What follows belongs to an exercise in optimizing a design on an open flow for small area; a production flow would make more cautious choices.
RTL that was checked went through simulation tests only; none was proved equivalent to the original.
The clock port is modelled as an ideal driver; clocking choices that lean on that would not hold on a real chip.
Power is estimated from default activity; no workload was simulated.

==> inputs of try-lagoon <==
==> flow/design.v <==
module Main(
  input  i_Clk,
  input  i_Reset,
  input  i_Switch_1,
  input  i_Switch_2,
  input  i_Switch_3,
  input  i_Switch_4,
  input  io_PMOD_1,
  output io_PMOD_2,
  output o_LED_1,
  output o_LED_2,
  output o_LED_3,
  output o_LED_4,
  output o_VGA_HSync,
  output o_VGA_VSync,
  output o_VGA_Red_0,
  output o_VGA_Red_1,
  output o_VGA_Red_2,
  output o_VGA_Grn_0,
  output o_VGA_Grn_1,
  output o_VGA_Grn_2,
  output o_VGA_Blu_0,
  output o_VGA_Blu_1,
  output o_VGA_Blu_2);
  reg [9:0] x;
  reg [9:0] y;
  wire x_end = x[9] & x[8] & x[5];             
  wire y_end = y[9] & y[3] & y[2] & y[0];      
  wire x_eq1 = ~|x[9:1];
  wire y_eq1 = ~|y[9:1];
  wire x_ge640 = x[9] & (x[8] | x[7]);
  wire x_gt640 = x[9] & (x[8] | (x[7] & |x[6:0]));
  wire y_ge480 = y[9] | &y[8:5];
  wire y_gt480 = y[9] | (&y[8:5] & |y[4:0]);
  wire [9:0] x_inc, y_inc;
  wire [10:0] x_c, y_c;
  assign x_c[0] = 1'b1;
  assign y_c[0] = x_end;
  genvar i;
  generate for (i = 0; i < 10; i = i + 1) begin : g_xy
    assign x_inc[i] = x[i] ^ x_c[i];
    assign x_c[i+1] = x[i] & x_c[i];
    assign y_inc[i] = y[i] ^ y_c[i];
    assign y_c[i+1] = y[i] & y_c[i];
  end endgenerate
  wire x_load = i_Reset | x_end;
  wire y_load = i_Reset | (x_end & y_end);
  always @(posedge i_Clk) begin
    x <= {x_inc[9:1] & {9{~x_load}}, x_inc[0] | x_load};
    y <= {y_inc[9:1] & {9{~y_load}}, y_inc[0] | y_load};
  end
  wire hr = x_end;
  wire hb = x_ge640 & ~x_end;
  wire vr = (y_eq1 & ~x_end) | (y_end & x_end);
  wire vb = (y_gt480 | (y_ge480 & x_end)) & ~(y_end & x_end);
  wire hr_d = x_eq1;
  wire hb_d = x_gt640;
  wire vr_d = y_eq1;
  wire vb_d = y_gt480;
  assign o_VGA_HSync = x < 657 || x > 752;
  assign o_VGA_VSync = y < 491 || y > 492;
  assign io_PMOD_2   = o_VGA_VSync;
  reg [5:0] paddle;
  wire paddle_on = |paddle;
  wire paddle_video = ~io_PMOD_1 & paddle_on & x >= 32 & x <= 42;
  wire [5:0] p_inc;
  wire [6:0] p_c;
  assign p_c[0] = hr & ~io_PMOD_1 & paddle_on;
  generate for (i = 0; i < 6; i = i + 1) begin : g_p
    assign p_inc[i] = paddle[i] ^ p_c[i];
    assign p_c[i+1] = paddle[i] & p_c[i];
  end endgenerate
  wire p_load = i_Reset | vr;
  always @(posedge i_Clk)
    paddle <= {p_inc[5:4] & {2{~p_load}}, p_inc[3] | p_load,
               p_inc[2:1] & {2{~p_load}}, p_inc[0] | p_load};
  reg [9:0] bh;
  reg [1:0] speed;
  reg [8:0] bv;
  reg hdir_q, vdir_q;
  wire ball_h = bh >= 316 && bh <= 325;
  wire ball_v = bv >= 237 && bv <= 246;
  wire ball   = ball_h & ball_v;
  wire hit    = ball & paddle_video;
  reg hdir, vdir;
  always @* begin
    hdir = hdir_q;
    vdir = vdir_q;
    if (ball_v && vr_d) vdir = 1'b0;
    if (ball_v && vb_d) vdir = 1'b1;
    if (ball_h && hb_d) hdir = 1'b1;
    if (ball_h && hr_d) hdir = 1'b0;
    if (hit) hdir = 1'b0;
    if (i_Switch_1) begin hdir = 1'b1; vdir = 1'b1; end
    if (i_Switch_2) begin hdir = 1'b1; vdir = 1'b0; end
    if (i_Switch_3) begin hdir = 1'b0; vdir = 1'b1; end
    if (i_Switch_4) begin hdir = 1'b0; vdir = 1'b0; end
    if (i_Reset)    begin hdir = 1'b0; vdir = 1'b1; end
  end
  always @(posedge i_Clk) begin
    hdir_q <= hdir;
    vdir_q <= vdir;
  end
  wire move = vb & |speed;
  wire [9:0] bh_inc;
  wire [10:0] bh_c;
  assign bh_c[0] = ~hb;
  generate for (i = 0; i < 10; i = i + 1) begin : g_bh
    assign bh_inc[i] = bh[i] ^ bh_c[i];
    assign bh_c[i+1] = bh[i] & bh_c[i];
  end endgenerate
  wire bh_wrap = ~hb & bh[9] & bh[7];    
  wire bh_clr  = i_Reset | bh_wrap;
  always @(posedge i_Clk)
    bh <= {bh_inc[9:2] & {8{~bh_clr}},
           ~i_Reset & (bh_wrap ? move & hdir : bh_inc[1]),
           ~i_Reset & (bh_wrap ? ~move : bh_inc[0])};
  always @(posedge i_Clk) begin
    if (i_Reset || (y_end && x_end))
      speed <= 3;
    else if (bh_wrap && move)
      speed <= speed - 2'd1;
  end
  wire [8:0] bv_inc;
  wire [9:0] bv_c;
  assign bv_c[0] = hr & ~vb;
  generate for (i = 0; i < 9; i = i + 1) begin : g_bv
    assign bv_inc[i] = bv[i] ^ bv_c[i];
    assign bv_c[i+1] = bv[i] & bv_c[i];
  end endgenerate
  wire bv_wrap = bv_c[0] & bv[8] & bv[7] & bv[6] & bv[5];    
  wire bv_clr  = i_Reset | bv_wrap;
  always @(posedge i_Clk)
    bv <= {bv_inc[8:2] & {7{~bv_clr}},
           ~i_Reset & (bv_wrap ? vdir : bv_inc[1]),
           i_Reset | (~bv_wrap & bv_inc[0])};
  wire net_row = y[3] ? ~(y[2] & (y[1] | y[0])) : (y[2] & (y[1] | y[0]));
  wire net_video = net_row && x >= 317 && x <= 324;
  reg  [23:0] lfsr;
  wire tick = lfsr == 24'hb862c1;
  wire lfsr_load = i_Reset || tick;
  always @(posedge i_Clk) begin
    if (lfsr_load)
      lfsr <= 0;
    else
      lfsr <= {~lfsr[22:0], ~(lfsr[23] ^ lfsr[22] ^ lfsr[21] ^ lfsr[16])};
  end
  reg [1:0] led;
  reg [2:0] five;
  always @(posedge i_Clk) begin
    if (i_Reset) begin
      led  <= 0;
      five <= 0;
    end else if (tick) begin
      led  <= led + 2'd1;
      five <= five == 4 ? 3'd0 : five + 3'd1;
    end
  end
  assign o_LED_4 = led == 0;
  assign o_LED_3 = led == 1;
  assign o_LED_2 = led == 2;
  assign o_LED_1 = led == 3;
  wire [9:0] dig;
  assign dig[0] = led[0] == 1'b0 && five == 3'd0;
  assign dig[1] = led[0] == 1'b1 && five == 3'd1;
  assign dig[2] = led[0] == 1'b0 && five == 3'd2;
  assign dig[3] = led[0] == 1'b1 && five == 3'd3;
  assign dig[4] = led[0] == 1'b0 && five == 3'd4;
  assign dig[5] = led[0] == 1'b1 && five == 3'd0;
  assign dig[6] = led[0] == 1'b0 && five == 3'd1;
  assign dig[7] = led[0] == 1'b1 && five == 3'd2;
  assign dig[8] = led[0] == 1'b0 && five == 3'd3;
  assign dig[9] = led[0] == 1'b1 && five == 3'd4;
  wire [6:0] seg;
  assign seg[6] = dig[0] | dig[2] | dig[3] | dig[5] | dig[6] | dig[7] | dig[8] | dig[9];
  assign seg[5] = dig[0] | dig[1] | dig[2] | dig[3] | dig[4] | dig[7] | dig[8] | dig[9];
  assign seg[4] = dig[0] | dig[1] | dig[3] | dig[4] | dig[5] | dig[6] | dig[7] | dig[8] | dig[9];
  assign seg[3] = dig[0] | dig[2] | dig[3] | dig[5] | dig[6] | dig[8] | dig[9];
  assign seg[2] = dig[0] | dig[2] | dig[6] | dig[8];
  assign seg[1] = dig[0] | dig[4] | dig[5] | dig[6] | dig[8] | dig[9];
  assign seg[0] = dig[2] | dig[3] | dig[4] | dig[5] | dig[6] | dig[8] | dig[9];
  wire in_digit = x[9:5] == 5'b00111 || x[9:5] == 5'b01100;
  wire [6:0] row = y[9:3];    
  wire col_l = x[4:3] == 2'd0;
  wire col_r = x[4:3] == 2'd3;
  wire r_a = row == 3;
  wire r_top = row >= 3 && row <= 6;
  wire r_bot = row >= 6 && row <= 9;
  wire r_d = row == 9;
  wire r_g = row == 6;
  wire score_video = in_digit && (
       seg[6] && r_a
    || seg[5] && col_r && r_top
    || seg[4] && col_r && r_bot
    || seg[3] && r_d
    || seg[2] && col_l && r_bot
    || seg[1] && col_l && r_top
    || seg[0] && r_g);
  wire video = x <= 640 && y <= 480
    && (paddle_video || ball || net_video || score_video);
  assign o_VGA_Red_0 = video;
  assign o_VGA_Red_1 = video;
  assign o_VGA_Red_2 = video;
  assign o_VGA_Grn_0 = video;
  assign o_VGA_Grn_1 = video;
  assign o_VGA_Grn_2 = video;
  assign o_VGA_Blu_0 = video;
  assign o_VGA_Blu_1 = video;
  assign o_VGA_Blu_2 = video;
endmodule
==> flow/flow/run.sh <==
#!/bin/bash
# The standard ORFS layout (standard.sh) with three changes:
#  - synthesis is the standard flow's own script, but adders are left to abc as plain
#    logic (no half/full adder cells), and abc maps the logic with
#    flow/abc.script, an area-oriented script, instead of abc_speed;
#    the register mapping (and so every register) is unchanged;
#  - port buffers use the smallest buffer cell;
#  - the clock tree is flow/pre_cts.tcl's: the clock port drives three
#    clock buffers, each driving a third of the registers.
set -euo pipefail
F=$PWD/flow
# synth_recipe.tcl with synth.tcl swapped for a copy that calls abc with
# flow/abc.script.
sed "s|^  log_cmd abc {\*}\$abc_args|  set abc_args [lreplace \$abc_args 1 1 $F/abc.script]\n  log_cmd abc {*}\$abc_args|" \
  "$FLOW_HOME/scripts/synth.tcl" > synth_area.tcl
grep -q "flow/abc.script" synth_area.tcl
sed "s|\$::env(SCRIPTS_DIR)/synth.tcl|$PWD/synth_area.tcl|" synth_recipe.tcl > synth_top.tcl
grep -q synth_area.tcl synth_top.tcl
bash standard.sh \
  SYNTH_SCRIPT="$PWD/synth_top.tcl" \
  ADDER_MAP_FILE= \
  BUFFER_PORTS_ARGS="-buffer_cell sky130_fd_sc_hd__buf_1" \
  PRE_CTS_TCL="$F/pre_cts.tcl" CLK_LEAVES=3 CLK_LEAF_BUF=sky130_fd_sc_hd__clkbuf_16 \
  CTS_ARGS="-repair_clock_nets -dont_use_dummy_load" \
  finish > standard.log 2>&1
==> flow/flow/abc.script <==
&get -n
&st
&deepsyn -T 60
&dch -f
&nf -a -R 50
&put
&get -n
&st
&dch -f
&nf -a -R 50
&put
==> flow/flow/pre_cts.tcl <==
# Clock tree built by hand: the registers' clock pins, sorted by x, are
# split into CLK_LEAVES groups of equal size; each group gets its own clock
# buffer at the group's centroid, driven by the clock port. Clock tree
# synthesis then has only the port's net (CLK_LEAVES sinks) to handle.
set block [ord::get_db_block]
set db [ord::get_db]
set clk [$block findNet i_Clk]
set master [$db findMaster $::env(CLK_LEAF_BUF)]
set k $::env(CLK_LEAVES)
set sinks {}
foreach it [$clk getITerms] {
  lassign [[$it getInst] getLocation] x y
  lappend sinks [list $x $y $it]
}
set sinks [lsort -integer -index 0 $sinks]
set n [llength $sinks]
for {set g 0} {$g < $k} {incr g} {
  set lo [expr {($g * $n) / $k}]
  set hi [expr {(($g + 1) * $n) / $k - 1}]
  set buf [odb::dbInst_create $block $master clkleaf_$g]
  set net [odb::dbNet_create $block clknet_leaf_$g]
  $net setSigType CLOCK
  set sx 0
  set sy 0
  foreach s [lrange $sinks $lo $hi] {
    lassign $s x y it
    set sx [expr {$sx + $x}]
    set sy [expr {$sy + $y}]
    $it disconnect
    $it connect $net
  }
  set m [expr {$hi - $lo + 1}]
  [$buf findITerm A] connect $clk
  [$buf findITerm X] connect $net
  $buf setLocation [expr {$sx / $m}] [expr {$sy / $m}]
  $buf setPlacementStatus PLACED
  puts "pre_cts: clkleaf_$g ([$master getName]) drives $m clock pins"
}
global_connect
# Clock tree synthesis leaves the port's net as it is.
set_cts_config -skip_nets {i_Clk}
==> flow/standard.sh <==
#!/bin/bash
# synth_recipe.tcl (not shown) runs the flow's synth.tcl, then flattens the netlist and writes it again
# the make line also repeats each setting of config.mk as NAME=value (left out here)
make -C /OpenROAD-flow-scripts/flow DESIGN_CONFIG=/design/flow/config.mk WORK_HOME=/design/flow/orfs CLKGATE_MAP_FILE= SYNTH_SCRIPT=/design/flow/synth_recipe.tcl "${@:-finish}"
==> flow/config.mk <==
export PLATFORM = sky130hd
export DESIGN_NAME = Main
export DESIGN_NICKNAME = Main
export VERILOG_FILES = /design/flow/design.v
export SDC_FILE = /design/flow/constraint.sdc
export NUM_CORES = 4
export LEC_CHECK = 0
export CAP_MARGIN = 20
export CORE_MARGIN = 2
export CORE_UTILIZATION = 65
export SLEW_MARGIN = 20
==> flow/constraint.sdc <==
create_clock -name core_clock -period 10.0 [get_ports {i_Clk}]
set_input_delay 2.0000 -clock core_clock [delete_from_list [all_inputs] [get_ports {i_Clk}]]
set_output_delay 2.0000 -clock core_clock [all_outputs]
set_load 0.01 [all_outputs]
==> try-delta: changes against try-lagoon <==
==> flow/flow/run.sh (replaced) <==
#!/bin/bash
# Standard ORFS layout with two changes: port buffers use the smallest
# buffer cell, and clock tree synthesis inserts no dummy loads.
set -euo pipefail
bash standard.sh \
  BUFFER_PORTS_ARGS="-buffer_cell sky130_fd_sc_hd__buf_1" \
  CTS_ARGS="-sink_clustering_enable -repair_clock_nets -dont_use_dummy_load" \
  finish > standard.log 2>&1
removed: flow/flow/abc.script
removed: flow/flow/pre_cts.tcl
==> notes.md <==
- Against try-delta, the utilization of try-lagoon is higher by 0.34 points.
- try-lagoon finished with timing, DRC and antenna clean. try-delta finished with timing, DRC and antenna clean.
- Worst hold slack: try-lagoon is higher than try-delta (0.0045 ns).
- Of try-lagoon and try-delta, try-delta has the higher routed wire length (gap 7.1%, measured against try-delta).
- Of try-lagoon and try-delta, try-delta has the higher power (gap about 10%, measured against try-delta).

---

==> exp/violet: inputs <==
Starts from the design.v that is shown in full above.
clock: 10.0 ns
lec_check: 0
cap_margin: 20
core_margin: 2
core_utilization: 65
slew_margin: 20
standard.sh (not shown) runs the stock make flow with config.mk's settings and CLKGATE_MAP_FILE= SYNTH_SCRIPT=/design/flow/synth_recipe.tcl, a recipe that flattens the netlist after the stock synthesis.
==> flow/flow/run.sh <==
#!/bin/bash
# The standard ORFS layout (standard.sh) with three changes:
#  - synthesis is the standard flow's own script, but abc maps the logic with
#    flow/abc.script, an area-oriented script, instead of abc_speed;
#    everything before abc (and so every register) is unchanged;
#  - port buffers use the smallest buffer cell;
#  - clock tree synthesis inserts no dummy loads.
set -euo pipefail
F=$PWD/flow
# synth_recipe.tcl with synth.tcl swapped for a copy that calls abc with
# flow/abc.script.
sed "s|^  log_cmd abc {\*}\$abc_args|  set abc_args [lreplace \$abc_args 1 1 $F/abc.script]\n  log_cmd abc {*}\$abc_args|" \
  "$FLOW_HOME/scripts/synth.tcl" > synth_area.tcl
grep -q "flow/abc.script" synth_area.tcl
sed "s|\$::env(SCRIPTS_DIR)/synth.tcl|$PWD/synth_area.tcl|" synth_recipe.tcl > synth_top.tcl
grep -q synth_area.tcl synth_top.tcl
bash standard.sh \
  SYNTH_SCRIPT="$PWD/synth_top.tcl" \
  BUFFER_PORTS_ARGS="-buffer_cell sky130_fd_sc_hd__buf_1" \
  CTS_ARGS="-sink_clustering_enable -repair_clock_nets -dont_use_dummy_load" \
  finish > standard.log 2>&1
==> flow/flow/abc.script <==
&get -n
&st
&deepsyn -T 60
&dch -f
&nf -a -R 20
&put
==> inputs of exp/raven, as changes to exp/violet <==
--- a/flow/design.v
+++ b/flow/design.v
@@ -34,18 +34,13 @@
   wire y_gt480 = y[9] | (&y[8:5] & |y[4:0]);
-  wire [9:0] x_inc, y_inc;
-  wire [10:0] x_c, y_c;
-  assign x_c[0] = 1'b1;
-  assign y_c[0] = x_end;
-  genvar i;
-  generate for (i = 0; i < 10; i = i + 1) begin : g_xy
-    assign x_inc[i] = x[i] ^ x_c[i];
-    assign x_c[i+1] = x[i] & x_c[i];
-    assign y_inc[i] = y[i] ^ y_c[i];
-    assign y_c[i+1] = y[i] & y_c[i];
-  end endgenerate
-  wire x_load = i_Reset | x_end;
-  wire y_load = i_Reset | (x_end & y_end);
   always @(posedge i_Clk) begin
-    x <= {x_inc[9:1] & {9{~x_load}}, x_inc[0] | x_load};
-    y <= {y_inc[9:1] & {9{~y_load}}, y_inc[0] | y_load};
+    if (i_Reset || x_end)
+      x <= 1;
+    else
+      x <= x + 10'd1;
+  end
+  always @(posedge i_Clk) begin
+    if (i_Reset || (x_end && y_end))
+      y <= 1;
+    else
+      y <= y + x_end;
   end
@@ -65,13 +60,9 @@
   wire paddle_video = ~io_PMOD_1 & paddle_on & x >= 32 & x <= 42;
-  wire [5:0] p_inc;
-  wire [6:0] p_c;
-  assign p_c[0] = hr & ~io_PMOD_1 & paddle_on;
-  generate for (i = 0; i < 6; i = i + 1) begin : g_p
-    assign p_inc[i] = paddle[i] ^ p_c[i];
-    assign p_c[i+1] = paddle[i] & p_c[i];
-  end endgenerate
-  wire p_load = i_Reset | vr;
-  always @(posedge i_Clk)
-    paddle <= {p_inc[5:4] & {2{~p_load}}, p_inc[3] | p_load,
-               p_inc[2:1] & {2{~p_load}}, p_inc[0] | p_load};
+  wire paddle_inc = hr & ~io_PMOD_1 & paddle_on;
+  always @(posedge i_Clk) begin
+    if (i_Reset || vr)
+      paddle <= 9;
+    else
+      paddle <= paddle + paddle_inc;
+  end
   reg [9:0] bh;
@@ -80,6 +71,6 @@
   reg hdir_q, vdir_q;
-  wire ball_h = bh >= 316 && bh <= 325;
-  wire ball_v = bv >= 237 && bv <= 246;
-  wire ball   = ball_h & ball_v;
-  wire hit    = ball & paddle_video;
+  wire ball_h = bh > 698 && bh <= 708;
+  wire ball_v = bv > 267 && bv <= 277;
+  wire ball   = ball_h && ball_v;
+  wire hit    = ball && paddle_video;
   reg hdir, vdir;
@@ -104,15 +95,13 @@
   wire move = vb & |speed;
-  wire [9:0] bh_inc;
-  wire [10:0] bh_c;
-  assign bh_c[0] = ~hb;
-  generate for (i = 0; i < 10; i = i + 1) begin : g_bh
-    assign bh_inc[i] = bh[i] ^ bh_c[i];
-    assign bh_c[i+1] = bh[i] & bh_c[i];
-  end endgenerate
-  wire bh_wrap = ~hb & bh[9] & bh[7];    
-  wire bh_clr  = i_Reset | bh_wrap;
-  always @(posedge i_Clk)
-    bh <= {bh_inc[9:2] & {8{~bh_clr}},
-           ~i_Reset & (bh_wrap ? move & hdir : bh_inc[1]),
-           ~i_Reset & (bh_wrap ? ~move : bh_inc[0])};
+  wire bh_en = ~hb;
+  wire [10:0] bh_inc = bh + bh_en;
+  wire bh_wrap = bh_inc[10];
+  always @(posedge i_Clk) begin
+    if (i_Reset)
+      bh <= 383;
+    else if (bh_wrap)
+      bh <= move ? (hdir ? 10'd385 : 10'd383) : 10'd384;
+    else
+      bh <= bh_inc[9:0];
+  end
   always @(posedge i_Clk) begin
@@ -123,17 +112,15 @@
   end
-  wire [8:0] bv_inc;
-  wire [9:0] bv_c;
-  assign bv_c[0] = hr & ~vb;
-  generate for (i = 0; i < 9; i = i + 1) begin : g_bv
-    assign bv_inc[i] = bv[i] ^ bv_c[i];
-    assign bv_c[i+1] = bv[i] & bv_c[i];
-  end endgenerate
-  wire bv_wrap = bv_c[0] & bv[8] & bv[7] & bv[6] & bv[5];    
-  wire bv_clr  = i_Reset | bv_wrap;
-  always @(posedge i_Clk)
-    bv <= {bv_inc[8:2] & {7{~bv_clr}},
-           ~i_Reset & (bv_wrap ? vdir : bv_inc[1]),
-           i_Reset | (~bv_wrap & bv_inc[0])};
-  wire net_row = y[3] ? ~(y[2] & (y[1] | y[0])) : (y[2] & (y[1] | y[0]));
-  wire net_video = net_row && x >= 317 && x <= 324;
+  wire bv_en = hr & ~vb;
+  wire [9:0] bv_inc = bv + bv_en;
+  wire bv_wrap = bv_inc[9];
+  always @(posedge i_Clk) begin
+    if (i_Reset)
+      bv <= 32;
+    else if (bv_wrap)
+      bv <= vdir ? 9'd33 : 9'd31;
+    else
+      bv <= bv_inc[8:0];
+  end
+  wire [3:0] ny = y[3:0] + 4'd3;
+  wire net_video = ny[3] && x >= 317 && x <= 324;
   reg  [23:0] lfsr;
@@ -182,10 +169,11 @@
   wire in_digit = x[9:5] == 5'b00111 || x[9:5] == 5'b01100;
-  wire [6:0] row = y[9:3];    
+  wire [2:0] col = {x[4:3] == 2'd0, 1'b0, x[4:3] == 2'd3};
+  wire [6:0] row = y[9:3] - 7'd3;
   wire col_l = x[4:3] == 2'd0;
   wire col_r = x[4:3] == 2'd3;
-  wire r_a = row == 3;
-  wire r_top = row >= 3 && row <= 6;
-  wire r_bot = row >= 6 && row <= 9;
-  wire r_d = row == 9;
-  wire r_g = row == 6;
+  wire r_a = row == 0;
+  wire r_top = row <= 3;
+  wire r_bot = row >= 3 && row <= 6;
+  wire r_d = row == 6;
+  wire r_g = row == 3;
   wire score_video = in_digit && (
==> flow/run.sh (new file) <==
#!/bin/bash
# synth_recipe.tcl (not shown) runs the flow's synth.tcl, then flattens the netlist and writes it again
# the make line also repeats each setting of config.mk as NAME=value (left out here)
make -C /OpenROAD-flow-scripts/flow DESIGN_CONFIG=/design/flow/config.mk WORK_HOME=/design/flow/orfs CLKGATE_MAP_FILE= SYNTH_SCRIPT=/design/flow/synth_recipe.tcl finish
--- a/flow/config.mk
+++ b/flow/config.mk
@@ -9,3 +9,3 @@
 export CORE_MARGIN = 2
-export CORE_UTILIZATION = 65
+export CORE_UTILIZATION = 40
 export SLEW_MARGIN = 20
removed: flow/flow/run.sh
removed: flow/flow/abc.script
removed: flow/standard.sh
==> inputs of exp/lagoon, as changes to exp/violet <==
==> flow/flow/run.sh (replaced) <==
#!/bin/bash
# Standard ORFS layout with two changes: port buffers use the smallest
# buffer cell, and a smaller clock tree.
set -euo pipefail
bash standard.sh \
  BUFFER_PORTS_ARGS="-buffer_cell sky130_fd_sc_hd__buf_1" \
  CTS_ARGS="-repair_clock_nets -buf_list sky130_fd_sc_hd__clkbuf_16 -root_buf sky130_fd_sc_hd__clkbuf_16 -dont_use_dummy_load" \
  finish > standard.log 2>&1
removed: flow/flow/abc.script
==> inputs of exp/amber, as changes to exp/violet <==
==> flow/run.sh (new file) <==
#!/bin/bash
# synth_recipe.tcl (not shown) runs the flow's synth.tcl, then flattens the netlist and writes it again
# the make line also repeats each setting of config.mk as NAME=value (left out here)
make -C /OpenROAD-flow-scripts/flow DESIGN_CONFIG=/design/flow/config.mk WORK_HOME=/design/flow/orfs CLKGATE_MAP_FILE= SYNTH_SCRIPT=/design/flow/synth_recipe.tcl finish
removed: flow/flow/run.sh
removed: flow/flow/abc.script
removed: flow/standard.sh
==> qor summary <==
| quantity | exp/violet | exp/raven | exp/lagoon | exp/amber |
|---|---|---|---|---|
| Depth of the worst register-to-register path | 14 | 10 | 13 | 13 |
| Run status | no timing/DRC/antenna violations | no timing/DRC/antenna violations | no timing/DRC/antenna violations | no timing/DRC/antenna violations |
| Aggregate routed wire length | 6.231 mm | 8.023 mm | 6.654 mm | 6.535 mm |
| Switching share of total power | 22.15% | 28.67% | 20.74% | 26.16% |
| Vertical die dimension | 78.10 um | 104.2 um | 80.70 um | 80.70 um |
| Most common cell on crit path | sky130_fd_sc_hd__buf_1 | sky130_fd_sc_hd__clkdlybuf4s50_1 | sky130_fd_sc_hd__buf_1 | sky130_fd_sc_hd__clkdlybuf4s50_1 |
| Number of logic stages on the critical path including buffering | 5 | 7 | 6 | 6 |
| Total combinational power | 0.0244 mW | 0.0675 mW | 0.0252 mW | 0.0261 mW |
| Number of fillers in the final layout | 394 | 969 | 434 | 413 |
| Sequential cell fraction of total power | 62.0% | 54.2% | 53.2% | 56.5% |
| Met2 global-route usage | 36.64% | 25.38% | 38.58% | 36.58% |
| Leakage component of the power | 1.710 nW | 1.730 nW | 1.851 nW | 1.882 nW |
| Arrival time of the worst setup path | 3.19 ns | 4.35 ns | 3.15 ns | 3.95 ns |
| Cell row count | 26 | 36 | 27 | 27 |
| TAP cells | 70 | 133 | 72 | 72 |
| Post-DP HPWL | 4.643 mm | 5.766 mm | 4.737 mm | 4.706 mm |
| Setup Skew | 0.01316 ns | 0.007950 ns | 0.01100 ns | 0.009064 ns |
| Number of design-rule violations left by the first detailed-router iteration | 110 | 177 | 97 | 99 |
| Standard cell with the maximum stage delay on the critical path | sky130_fd_sc_hd__a41oi_1 | sky130_fd_sc_hd__clkdlybuf4s50_1 | sky130_fd_sc_hd__o22ai_1 | sky130_fd_sc_hd__clkdlybuf4s50_1 |
| CTS clk-pin slew, worst paths | 0.06 ns | 0.09 ns | 0.06 ns | 0.08 ns |
| Footprint of the multi-input gates | 1896 um^2 | 2236 um^2 | 2087 um^2 | 2087 um^2 |
| Final standard cell area without fillers | 3807 um^2 | 4456 um^2 | 4106 um^2 | 4205 um^2 |
| Shortest clock period the worst path allows after layout | 5.190 ns | 6.347 ns | 5.148 ns | 5.948 ns |
| Register share of the cell area | 41.01% | 35.05% | 38.03% | 37.13% |
For exp/raven, only the layout was checked, not whether the RTL still works.

separate check: timing with driven ports:
How much do the figures lean on ideal ports? The routed layouts below were timed once more, with nothing changed but the port constraints.
Step 1 assumes that a clkbuf_16 drives the clock port and a buf_2 every other input.
Step 2 moves the port delays by t, midway between the first and last clock arrival at a register: inputs arrive t later, outputs are due t later. That takes back most of the time a late clock gives input paths.
Three values: no drivers, after step 1, after step 2; two values: the first two.
| run | t, ns | slack for setup (ns) | slew at the worst register clock pin (ns) |
|---|---|---|---|
| try-lagoon | 0.208 | 4.580 / 4.561 / 4.561 | 0.10 / 0.10 |
| try-delta | 0.371 | 4.856 / 4.835 / 4.835 | 0.08 / 0.08 |
| exp/violet | 0.361 | 4.810 / 4.789 / 4.789 | 0.07 / 0.07 |
| exp/raven | 0.387 | 3.653 / 3.631 / 3.631 | 0.09 / 0.09 |
| exp/lagoon | 0.356 | 4.852 / 4.830 / 4.830 | 0.06 / 0.06 |
| exp/amber | 0.384 | 4.052 / 4.030 / 4.030 | 0.09 / 0.09 |
After both steps every run listed still meets setup and hold.
